Background: an optimization exercise with open tools, aiming at small area. Do not read the settings as production practice.
RTL that was checked went through simulation tests only; none was proved equivalent to the original.
No driver is modelled on the clock port, so clock power and skew are understated where the tree is cut down; a real chip needs a root buffer or a tree.
No activity file was given, so power comes from the tool's default toggle rates.

==> run a <==
==> flow/design.v <==
module axis_sm(
    input clk,
    input rstn,
    input start_en,
    input [31:0] phase_start_value,
    input [31:0] phase_stop_value,
    input [31:0] phase_step_value,
    output reg s_axis_phase_tvalid,
    input s_axis_phase_tready,
    output [63:0] s_axis_phase_tdata,
    output m_axis_phase_tready,
    output m_axis_data_tready,
    output [4:0] state_reg
    );
    localparam LO = 16;
    localparam CN = 7;
    reg        st0, st1, st2;
    wire [2:0] st = {st2, st1, st0};
    reg  [2:0] st_nx;
    reg [31:0] td;
    reg [31:0] fp;
    reg        rdy;
    reg        cmp;
    reg        cy;
    assign s_axis_phase_tdata = {32'h0, td};
    assign state_reg = {2'b00, st};
    assign m_axis_phase_tready = rdy;
    assign m_axis_data_tready = rdy;
    wire s0 = (st == 3'd0);
    wire s1 = (st == 3'd1);
    wire s2 = (st == 3'd2);
    wire s3 = (st == 3'd3);
    wire s5 = (st == 3'd5);
    wire s6 = (st == 3'd6);
    wire s7 = (st == 3'd7);
    wire ld   = s0 | (s6 & cmp);     
    wire s6n  = s6 & ~cmp;           
    wire h_lo = ~(ld | s7);          
    wire hhin = ld | s7 | s6;        
    wire s7n  = ~s7;
    wire hcnn = ~(s1 | s2 | s6n);    
    wire s5n  = ~s5;
    wire s3rn = ~(s3 & rstn);
    wire hr   = ~s3 & rstn;
    wire [LO:0] clo;
    wire [LO-1:0] sum_lo;
    hadd u_ha0 (.a(td[0]), .b(phase_step_value[0]), .s(sum_lo[0]), .co(clo[1]));
    wire [32-LO:0] chi;
    wire [31-LO:0] sum_hi;
    assign chi[0] = cy;
    wire [31:0] an = {fp[31:CN], ~td[CN-1:0]};
    wire [32:0] lt;
    assign lt[0] = 1'b0;
    wire done = (fp[3:0] == 4'b1111) && !fp[6];
    wire [CN-1:0] cnt_nx = {fp[5:0], fp[6] ^ fp[3]};
    wire [31:0] fp_d, td_d;
    genvar i;
    generate
        for (i = 1; i < LO; i = i + 1) begin : g_lo
            fadd u_fa (.a(td[i]), .b(phase_step_value[i]), .ci(clo[i]), .s(sum_lo[i]), .co(clo[i+1]));
        end
        for (i = 0; i < 32 - LO; i = i + 1) begin : g_hi
            fadd u_fa (.a(td[LO+i]), .b(fp[LO+i]), .ci(chi[i]), .s(sum_hi[i]), .co(chi[i+1]));
        end
        for (i = 0; i < 32; i = i + 1) begin : g_lt
            assign lt[i+1] = (an[i] & phase_stop_value[i]) | (lt[i] & (an[i] | phase_stop_value[i]));
        end
        for (i = 0; i < 32; i = i + 1) begin : g_td
            sel_td u_td (.sn(s3rn), .vn(fp[i]), .h(hr), .q(td[i]), .d(td_d[i]));
        end
        for (i = 0; i < CN; i = i + 1) begin : g_cn
            assign fp_d[i] = ~((ld & phase_start_value[i]) | (s7 & sum_lo[i])) & (fp[i] | hcnn) & (cnt_nx[i] | s5n);
        end
        for (i = CN; i < LO; i = i + 1) begin : g_flo
            assign fp_d[i] = ~((ld & phase_start_value[i]) | (s7 & sum_lo[i]) | (h_lo & ~fp[i]));
        end
        for (i = LO; i < 32; i = i + 1) begin : g_fhi
            assign fp_d[i] = ~((ld & phase_start_value[i]) | (s6n & sum_hi[i-LO])) & (fp[i] | hhin) & (phase_step_value[i] | s7n);
        end
    endgenerate
    always @(*) begin
        case (st)
            3'd0: st_nx = start_en ? 3'd1 : 3'd0;
            3'd1: st_nx = 3'd2;
            3'd2: st_nx = 3'd3;
            3'd3: st_nx = 3'd4;
            3'd4: st_nx = s_axis_phase_tready ? 3'd5 : 3'd4;
            3'd5: st_nx = done ? 3'd7 : 3'd5;
            3'd7: st_nx = 3'd6;
            default: st_nx = (cmp && !start_en) ? 3'd0 : 3'd1;
        endcase
    end
    always @(posedge clk) begin
        cmp <= ~lt[32];
        cy  <= clo[LO];
        fp  <= fp_d;
        td  <= td_d;
        if (s0) s_axis_phase_tvalid <= 1'b0;
        else if (s2) s_axis_phase_tvalid <= 1'b1;
        if (!rstn) begin
            st0 <= 1'b0;
            st1 <= 1'b0;
            st2 <= 1'b0;
            rdy <= 1'b0;
        end else begin
            if (s1) rdy <= 1'b1;
            st0 <= st_nx[0];
            st1 <= st_nx[1];
            st2 <= st_nx[2];
        end
    end
endmodule
module sel_td (input sn, input vn, input h, input q, output d);
    assign d = ~((~h | ~q) & (sn | vn));
endmodule
module fadd (
    input a,
    input b,
    input ci,
    output s,
    output co
    );
    assign s = a ^ b ^ ci;
    assign co = (a & b) | (ci & (a ^ b));
endmodule
module hadd (
    input a,
    input b,
    output s,
    output co
    );
    assign s = a ^ b;
    assign co = a & b;
endmodule
==> flow/flow/run.sh <==
#!/bin/bash
# ORFS layout through the standard.sh, with these changes:
# - synthesis maps with an area-oriented ABC script (flow/synth.tcl);
# - ports are buffered with the smallest buffer;
# - the constant outputs share the tie cell that synthesis made;
# - after CTS the clock tree is replaced by one level of four buffers
#   (flow/post_cts.tcl).
bash standard.sh "SYNTH_SCRIPT=$PWD/flow/synth.tcl" \
  "BUFFER_PORTS_ARGS=-buffer_cell sky130_fd_sc_hd__buf_1" SKIP_REPAIR_TIE_FANOUT=1 \
  "CTS_ARGS=-sink_clustering_enable -repair_clock_nets -dont_use_dummy_load" \
  "POST_CTS_TCL=$PWD/flow/post_cts.tcl" \
  finish > standard.log 2>&1
==> flow/flow/abc_area.script <==
strash
dch
map -a
mfs
strash
dch
map -a
topo
stime -c
==> flow/flow/post_cts.tcl <==
# Replace the clock tree that CTS built with a single level: the clock port
# drives four clock buffers, each driving the flip-flops of one quadrant.
set block [ord::get_db_block]
set db [ord::get_db]
set clknet [$block findNet clk]

# undo CTS: move every clock sink back onto the clock port's net and delete
# the CTS buffers and their nets
set cts_insts {}
foreach net [$block getNets] {
  if {[$net getSigType] != "CLOCK" || [$net getName] == "clk"} { continue }
  foreach it [$net getITerms] {
    set inst [$it getInst]
    if {[string match "*clkbuf*" [[$inst getMaster] getName]]} {
      if {[$it isOutputSignal]} { lappend cts_insts $inst }
      continue
    }
    $it disconnect
    $it connect $clknet
  }
}
foreach inst [lsort -unique $cts_insts] {
  foreach it [$inst getITerms] {
    set n [$it getNet]
    if {$n != "NULL"} { $it disconnect }
  }
  odb::dbInst_destroy $inst
}
foreach net [$block getNets] {
  if {[$net getSigType] == "CLOCK" && [$net getName] != "clk" && [llength [$net getITerms]] == 0} {
    odb::dbNet_destroy $net
  }
}

set master [$db findMaster sky130_fd_sc_hd__clkbuf_8]
set sinks {}
foreach it [$clknet getITerms] {
  set inst [$it getInst]
  lappend sinks [list [lindex [$inst getLocation] 0] [lindex [$inst getLocation] 1] $it]
}
set sinks [lsort -integer -index 0 $sinks]
set n [llength $sinks]
set half [expr {($n + 1) / 2}]
set groups {}
foreach col [list [lrange $sinks 0 [expr {$half - 1}]] [lrange $sinks $half end]] {
  set col [lsort -integer -index 1 $col]
  set h [expr {([llength $col] + 1) / 2}]
  lappend groups [lrange $col 0 [expr {$h - 1}]] [lrange $col $h end]
}
set k 0
foreach grp $groups {
  if {[llength $grp] == 0} { continue }
  set net [odb::dbNet_create $block "clknet_q$k"]
  $net setSigType CLOCK
  set sx 0
  set sy 0
  foreach s $grp {
    set it [lindex $s 2]
    $it disconnect
    $it connect $net
    set sx [expr {$sx + [lindex $s 0]}]
    set sy [expr {$sy + [lindex $s 1]}]
  }
  set inst [odb::dbInst_create $block $master "clkbuf_q$k"]
  [$inst findITerm A] connect $clknet
  [$inst findITerm X] connect $net
  $inst setLocation [expr {$sx / [llength $grp]}] [expr {$sy / [llength $grp]}]
  $inst setPlacementStatus PLACED
  incr k
}
puts "post_cts: [llength [lsort -unique $cts_insts]] CTS buffers replaced by $k clkbuf_8"
detailed_placement
estimate_parasitics -placement
==> flow/flow/synth.tcl <==
# The standard flow's synthesis script (synth_recipe.tcl), with ABC run on an
# area-oriented script (flow/abc_area.script) instead of ORFS's speed script.
set my_abc_script [file join [file dirname [file normalize [info script]]] abc_area.script]
proc synth {args} { yosys synth -nofsm -noshare {*}$args }
proc abc {args} {
  global my_abc_script
  set i [lsearch $args -script]
  if {$i >= 0} { set args [lreplace $args [expr {$i + 1}] [expr {$i + 1}] $my_abc_script] }
  yosys abc {*}$args
}
source $::env(SCRIPTS_DIR)/synth.tcl
# left out here: clear keep_hierarchy, flatten, clean up, hide names made inside functions, write 1_2_yosys.v
==> flow/standard.sh <==
#!/bin/bash
# synth_recipe.tcl (not shown) runs the flow's synth.tcl, then flattens the netlist and writes it again
# the make line also repeats each setting of config.mk as NAME=value (left out here)
make -C /OpenROAD-flow-scripts/flow DESIGN_CONFIG=/design/flow/config.mk WORK_HOME=/design/flow/orfs CLKGATE_MAP_FILE= SYNTH_SCRIPT=/design/flow/synth_recipe.tcl "${@:-finish}"
==> flow/config.mk <==
export PLATFORM = sky130hd
export DESIGN_NAME = axis_sm
export DESIGN_NICKNAME = axis_sm
export VERILOG_FILES = /design/flow/design.v
export SDC_FILE = /design/flow/constraint.sdc
export NUM_CORES = 4
export LEC_CHECK = 0
export CAP_MARGIN = 20
export CORE_MARGIN = 2
export CORE_UTILIZATION = 40
export SLEW_MARGIN = 20
export SYNTH_HIERARCHICAL = 1
==> flow/constraint.sdc <==
create_clock -name core_clock -period 10.0 [get_ports {clk}]
set_input_delay 2.0000 -clock core_clock [delete_from_list [all_inputs] [get_ports {clk}]]
set_output_delay 2.0000 -clock core_clock [all_outputs]
set_load 0.01 [all_outputs]
==> run b: changes against run a <==
==> flow/design.v, changed modules only <==
module axis_sm(
    input clk,
    input rstn,
    input start_en,
    input [31:0] phase_start_value,
    input [31:0] phase_stop_value,
    input [31:0] phase_step_value,
    output s_axis_phase_tvalid,
    input s_axis_phase_tready,
    output [63:0] s_axis_phase_tdata,
    output m_axis_phase_tready,
    output m_axis_data_tready,
    output [4:0] state_reg
    );
    localparam LO = 18;
    localparam CN = 7;
    reg        st0, st1, st2;
    wire [2:0] st = {st2, st1, st0};
    reg  [2:0] st_nx;
    reg [31:0] td;
    reg [31:0] fp;
    reg        cmp;
    reg        cy;
    assign s_axis_phase_tdata = {32'h0, td};
    assign state_reg = {2'b00, st};
    wire s0 = (st == 3'd0);
    wire s1 = (st == 3'd1);
    wire s2 = (st == 3'd2);
    wire s3 = (st == 3'd3);
    wire s5 = (st == 3'd5);
    wire s6 = (st == 3'd6);
    wire s7 = (st == 3'd7);
    assign s_axis_phase_tvalid = st2 | (st1 & st0) | cy;
    wire rdy = st2 | st1 | cmp;
    assign m_axis_phase_tready = rdy;
    assign m_axis_data_tready = rdy;
    wire ld   = s0 | (s6 & cmp);     
    wire s6n  = s6 & ~cmp;           
    wire h_lon = ld | s7;            
    wire hhin = ld | s7 | s6;        
    wire s7n  = ~s7;
    wire hcnn = ~(s1 | s2 | s6n);    
    wire s5n  = ~s5;
    wire s3rn = ~(s3 & rstn);
    wire hr   = ~s3 & rstn;
    wire [LO:0] clo;
    wire [LO-1:0] sum_lo;
    hadd u_ha0 (.a(td[0]), .b(phase_step_value[0]), .s(sum_lo[0]), .co(clo[1]));
    wire [32-LO:0] chi;
    wire [31-LO:0] sum_hi;
    assign chi[0] = cy;
    wire [31:0] an = {fp[31:CN], ~td[CN-1:0]};
    wire [32:0] lt;
    assign lt[0] = 1'b0;
    wire done = (fp[3:0] == 4'b1111) && !fp[6];
    wire [CN-1:0] cnt_nx = {fp[5:0], fp[6] ^ fp[3]};
    wire [31:0] fp_d, td_d;
    genvar i;
    generate
        for (i = 1; i < LO; i = i + 1) begin : g_lo
            fadd u_fa (.a(td[i]), .b(phase_step_value[i]), .ci(clo[i]), .s(sum_lo[i]), .co(clo[i+1]));
        end
        for (i = 0; i < 32 - LO; i = i + 1) begin : g_hi
            fadd u_fa (.a(td[LO+i]), .b(fp[LO+i]), .ci(chi[i]), .s(sum_hi[i]), .co(chi[i+1]));
        end
        for (i = 0; i < 32; i = i + 1) begin : g_lt
            assign lt[i+1] = (an[i] & phase_stop_value[i]) | (lt[i] & (an[i] | phase_stop_value[i]));
        end
        for (i = 0; i < 32; i = i + 1) begin : g_td
            sel_td u_td (.sn(s3rn), .vn(fp[i]), .h(hr), .q(td[i]), .d(td_d[i]));
        end
        for (i = 0; i < CN; i = i + 1) begin : g_cn
            sel_x u_fp (.p1(ld), .a(phase_start_value[i]), .p2(s7), .b(sum_lo[i]),
                        .q(fp[i]), .hn(hcnn), .c(cnt_nx[i]), .cn(s5n), .d(fp_d[i]));
        end
        for (i = CN; i < LO; i = i + 1) begin : g_flo
            sel_lo u_fp (.p1(ld), .a(phase_start_value[i]), .p2(s7), .b(sum_lo[i]),
                         .hn(h_lon), .q(fp[i]), .d(fp_d[i]));
        end
        for (i = LO; i < 32; i = i + 1) begin : g_fhi
            sel_x u_fp (.p1(ld), .a(phase_start_value[i]), .p2(s6n), .b(sum_hi[i-LO]),
                        .q(fp[i]), .hn(hhin), .c(phase_step_value[i]), .cn(s7n), .d(fp_d[i]));
        end
    endgenerate
    always @(*) begin
        case (st)
            3'd0: st_nx = start_en ? 3'd1 : 3'd0;
            3'd1: st_nx = 3'd2;
            3'd2: st_nx = 3'd3;
            3'd3: st_nx = 3'd4;
            3'd4: st_nx = s_axis_phase_tready ? 3'd5 : 3'd4;
            3'd5: st_nx = done ? 3'd7 : 3'd5;
            3'd7: st_nx = 3'd6;
            default: st_nx = (cmp && !start_en) ? 3'd0 : 3'd1;
        endcase
    end
    always @(posedge clk) begin
        cmp <= rstn & (s7 ? ~lt[32] : (s1 | s6 | cmp));
        cy  <= s7 ? clo[LO] : (s6 | (cy & ~s0));
        fp  <= fp_d;
        td  <= td_d;
        if (!rstn) begin
            st0 <= 1'b0;
            st1 <= 1'b0;
            st2 <= 1'b0;
        end else begin
            st0 <= st_nx[0];
            st1 <= st_nx[1];
            st2 <= st_nx[2];
        end
    end
endmodule
module sel_lo (input p1, input a, input p2, input b, input hn, input q, output d);
    assign d = ~((p1 & a) | (p2 & b) | ~(hn | q));
endmodule
module sel_x (input p1, input a, input p2, input b, input q, input hn, input c, input cn, output d);
    assign d = ~((p1 & a) | (p2 & b) | ~((q | hn) & (c | cn)));
endmodule
CORE_UTILIZATION = 65   (was 40)
PLACE_DENSITY = 0.85   (was unset)
==> run c: changes against run a <==
--- a/flow/design.v
+++ b/flow/design.v
@@ -13,5 +13,5 @@
     output [4:0] state_reg
     );
-    localparam LO = 16;
+    localparam LO = 19;
     localparam CN = 7;
     reg        st0, st1, st2;
@@ -67,5 +67,5 @@
         end
         for (i = 0; i < 32; i = i + 1) begin : g_td
-            sel_td u_td (.sn(s3rn), .vn(fp[i]), .h(hr), .q(td[i]), .d(td_d[i]));
+            assign td_d[i] = (~s3rn & ~fp[i]) | (hr & td[i]);
         end
         for (i = 0; i < CN; i = i + 1) begin : g_cn
@@ -111,7 +111,4 @@
     end
 endmodule
-module sel_td (input sn, input vn, input h, input q, output d);
-    assign d = ~((~h | ~q) & (sn | vn));
-endmodule
 module fadd (
     input a,
==> run d: changes against run a <==
==> flow/design.v, changed modules only <==
module axis_sm(
    input clk,
    input rstn,
    input start_en,
    input [31:0] phase_start_value,
    input [31:0] phase_stop_value,
    input [31:0] phase_step_value,
    output reg s_axis_phase_tvalid,
    input s_axis_phase_tready,
    output [63:0] s_axis_phase_tdata,
    output m_axis_phase_tready,
    output m_axis_data_tready,
    output [4:0] state_reg
    );
    localparam LO = 17;
    reg [2:0]  st;
    reg [31:0] td;
    reg [31:0] fp;       
    reg        rdy;
    reg        cmp;
    reg        cy;
    assign s_axis_phase_tdata = {32'h0, td};
    assign state_reg = {2'b00, st};
    assign m_axis_phase_tready = rdy;
    assign m_axis_data_tready = rdy;
    wire s0 = (st == 3'd0);
    wire s1 = (st == 3'd1);
    wire s2 = (st == 3'd2);
    wire s3 = (st == 3'd3);
    wire s4 = (st == 3'd4);
    wire s5 = (st == 3'd5);
    wire s6 = (st == 3'd6);
    wire s7 = (st == 3'd7);
    wire [LO:0] clo;
    wire [LO-1:0] sum_lo;
    hadd u_ha0 (.a(td[0]), .b(phase_step_value[0]), .s(sum_lo[0]), .co(clo[1]));
    wire [32-LO:0] chi;
    wire [31-LO:0] sum_hi;
    assign chi[0] = cy;
    wire [32:0] lt;
    assign lt[0] = 1'b0;
    genvar i;
    generate
        for (i = 1; i < LO; i = i + 1) begin : g_lo
            fadd u_fa (.a(td[i]), .b(phase_step_value[i]), .ci(clo[i]), .s(sum_lo[i]), .co(clo[i+1]));
        end
        for (i = 0; i < 32 - LO; i = i + 1) begin : g_hi
            fadd u_fa (.a(td[LO+i]), .b(fp[LO+i]), .ci(chi[i]), .s(sum_hi[i]), .co(chi[i+1]));
        end
        for (i = 0; i < 32; i = i + 1) begin : g_ge
            wire an = (i < 7) ? ~td[i] : fp[i];
            assign lt[i+1] = (an & phase_stop_value[i]) | (lt[i] & (an | phase_stop_value[i]));
        end
    endgenerate
    wire done = (fp[3:0] == 4'b0000) && fp[6];
    wire [6:0] cnt_nx = {fp[5:0], ~(fp[6] ^ fp[3])};
    wire ld = s0 | (s6 & cmp);
    wire hold_lo = s1 | s2 | (s6 & ~cmp);
    wire hold_cn = s1 | s2 | s3 | s4 | s5 | (s6 & ~cmp);
    wire hold_hi = ~(ld | s7 | s6);
    always @(posedge clk) begin
        cmp <= ~lt[32];
        cy  <= clo[LO];
        if (s0) s_axis_phase_tvalid <= 1'b0;
        else if (s2) s_axis_phase_tvalid <= 1'b1;
        fp <= ({32{ld}} & ~phase_start_value)
            | ({32{s7}} & {phase_step_value[31:LO], ~sum_lo})
            | ({{(32-LO){s6 & ~cmp}}, {LO{1'b0}}} & {~sum_hi, {LO{1'b0}}})
            | ({{(32-LO){hold_hi}}, {(LO-7){hold_cn}}, 7'd0} & fp)
            | ({25'd0, {7{hold_lo}}} & fp[6:0])
            | ({25'd0, {7{s5}}} & cnt_nx);
        td <= ({32{s3 & rstn}} & ~fp) | ({32{~s3 & rstn}} & td);
        if (!rstn) begin
            st  <= 3'd0;
            rdy <= 1'b0;
        end else begin
            if (s1) rdy <= 1'b1;
            case (st)
                3'd0: st <= start_en ? 3'd1 : 3'd0;
                3'd1: st <= 3'd2;
                3'd2: st <= 3'd3;
                3'd3: st <= 3'd4;
                3'd4: st <= s_axis_phase_tready ? 3'd5 : 3'd4;
                3'd5: st <= (s5 & done) ? 3'd7 : 3'd5;
                3'd7: st <= 3'd6;
                3'd6: st <= (cmp && !start_en) ? 3'd0 : 3'd1;
            endcase
        end
    end
endmodule
// module sel_td removed
==> flow/flow/run.sh (replaced) <==
#!/bin/bash
# Standard ORFS layout; ports buffered with the smallest buffer, the
# constant outputs share the tie cell that synthesis made, and the clock
# tree is replaced after CTS by one level of four buffers (flow/post_cts.tcl).
bash standard.sh "BUFFER_PORTS_ARGS=-buffer_cell sky130_fd_sc_hd__buf_1" SKIP_REPAIR_TIE_FANOUT=1 \
  "CTS_ARGS=-sink_clustering_enable -repair_clock_nets -dont_use_dummy_load" \
  "POST_CTS_TCL=$PWD/flow/post_cts.tcl" \
  finish > standard.log 2>&1
--- a/flow/flow/post_cts.tcl
+++ b/flow/flow/post_cts.tcl
@@ -33,5 +33,5 @@
 }
 
-set master [$db findMaster sky130_fd_sc_hd__clkbuf_8]
+set master [$db findMaster sky130_fd_sc_hd__clkbuf_16]
 set sinks {}
 foreach it [$clknet getITerms] {
@@ -69,5 +69,5 @@
   incr k
 }
-puts "post_cts: [llength [lsort -unique $cts_insts]] CTS buffers replaced by $k clkbuf_8"
+puts "post_cts: [llength [lsort -unique $cts_insts]] CTS buffers replaced by $k clkbuf_16"
 detailed_placement
 estimate_parasitics -placement
removed: flow/flow/abc_area.script
removed: flow/flow/synth.tcl
==> qor summary <==
item	run d	run c	run b	run a
Post-detailed-placement cell area	0.004305 mm^2	0.004055 mm^2	0.003945 mm^2	0.004050 mm^2
Post-layout minimum cycle time	8.679 ns	9.542 ns	9.207 ns	8.326 ns
GR met3 Demand/Resource	5.040%	5.622%	6.207%	4.357%
Clock network fraction of design power	20.5%	12.6%	11.9%	12.2%
Sink of the worst hold path	s_axis_phase_tvalid$_SDFFE_PN0P_	s_axis_phase_tvalid$_SDFFE_PN0P_	td[4]$_DFF_P_	s_axis_phase_tvalid$_SDFFE_PN0P_
Flop-to-flop setup slack	2.87 ns	2.01 ns	2.33 ns	2.82 ns
Outcome	complete, no violations	complete, no violations	complete, no violations	complete, no violations
Cell depth of the worst flop-to-flop path	18	20	19	17
Logic gate share of total power	25.3%	35.4%	36.5%	36.6%
Placed wire-length estimate after detailed placement	7563 um	6964 um	6835 um	7024 um
Routed met3 length	612 um	760 um	765 um	679 um
Mean instance size in the synthesized netlist	9.099 um^2	9.884 um^2	9.554 um^2	9.767 um^2
Clock latency on the worst-skew pair	0.14 ns	0.17 ns	0.16 ns	0.17 ns
Cells after DPL	649	580	550	582
Routed length per instance	15.70 um	15.74 um	16.26 um	16.40 um
Compound-Gate Fraction of Synth Area	23.64%	24.60%	24.17%	24.97%
Fin worst setup slack	1.321 ns	0.4580 ns	0.7928 ns	1.674 ns
Area fraction of the dominant cell type after synthesis	35.99%	39.08%	38.45%	39.12%
Count of routing violations after the opening detailed-route iteration	91	95	167	105
Power in sequential cells	387 uW	466 uW	457 uW	467 uW
Global-route met1 utilization	26.05%	25.00%	40.11%	25.35%
Met1 routed wirelength after detailed routing	4628 um	4025 um	3640 um	4229 um
First-pass GRT wire length	15880 um	15230 um	14900 um	15680 um
Tap Count	133	108	72	108
The RTL of run a and run d was laid out without a check of its function. In every run of this note, the design's own scripts or RTL, not TritonCTS, make the clock network.

## separate check: timing with driven ports
Ports are ideal in the flow. The routed layouts listed here were re-timed in OpenROAD.
Step 1, drivers: a clkbuf_16 drives clk and a buf_2 each remaining input, both assumed.
Step 2 moves the port delays by t, midway between the first and last clock arrival at a register: inputs arrive t later, outputs are due t later. That takes back most of the time a late clock gives input paths.
Slacks: ideal ports / drivers / drivers and shift; pairs: ideal ports / drivers.
run | t (ns) | setup WS [ns] | worst setup path at the end | worst register clock-pin slew, ns | worst data-port slew with drivers (ns)
run a | 0.226 | 1.674 / 1.710 / 1.485 | input to register | 0.11 / 0.11 | 0.05
run b | 0.216 | 0.793 / 0.829 / 0.613 | input to register | 0.11 / 0.11 | 0.05
run c | 0.229 | 0.458 / 0.501 / 0.272 | input to register | 0.12 / 0.12 | 0.06
run d | 0.221 | 1.321 / 1.380 / 1.159 | input to register | 0.08 / 0.08 | 0.05
After both steps every run listed still meets setup and hold. For run a, which loses most, drivers alone change the setup slack by +0.036 ns; drivers and shift together by -0.189 ns.
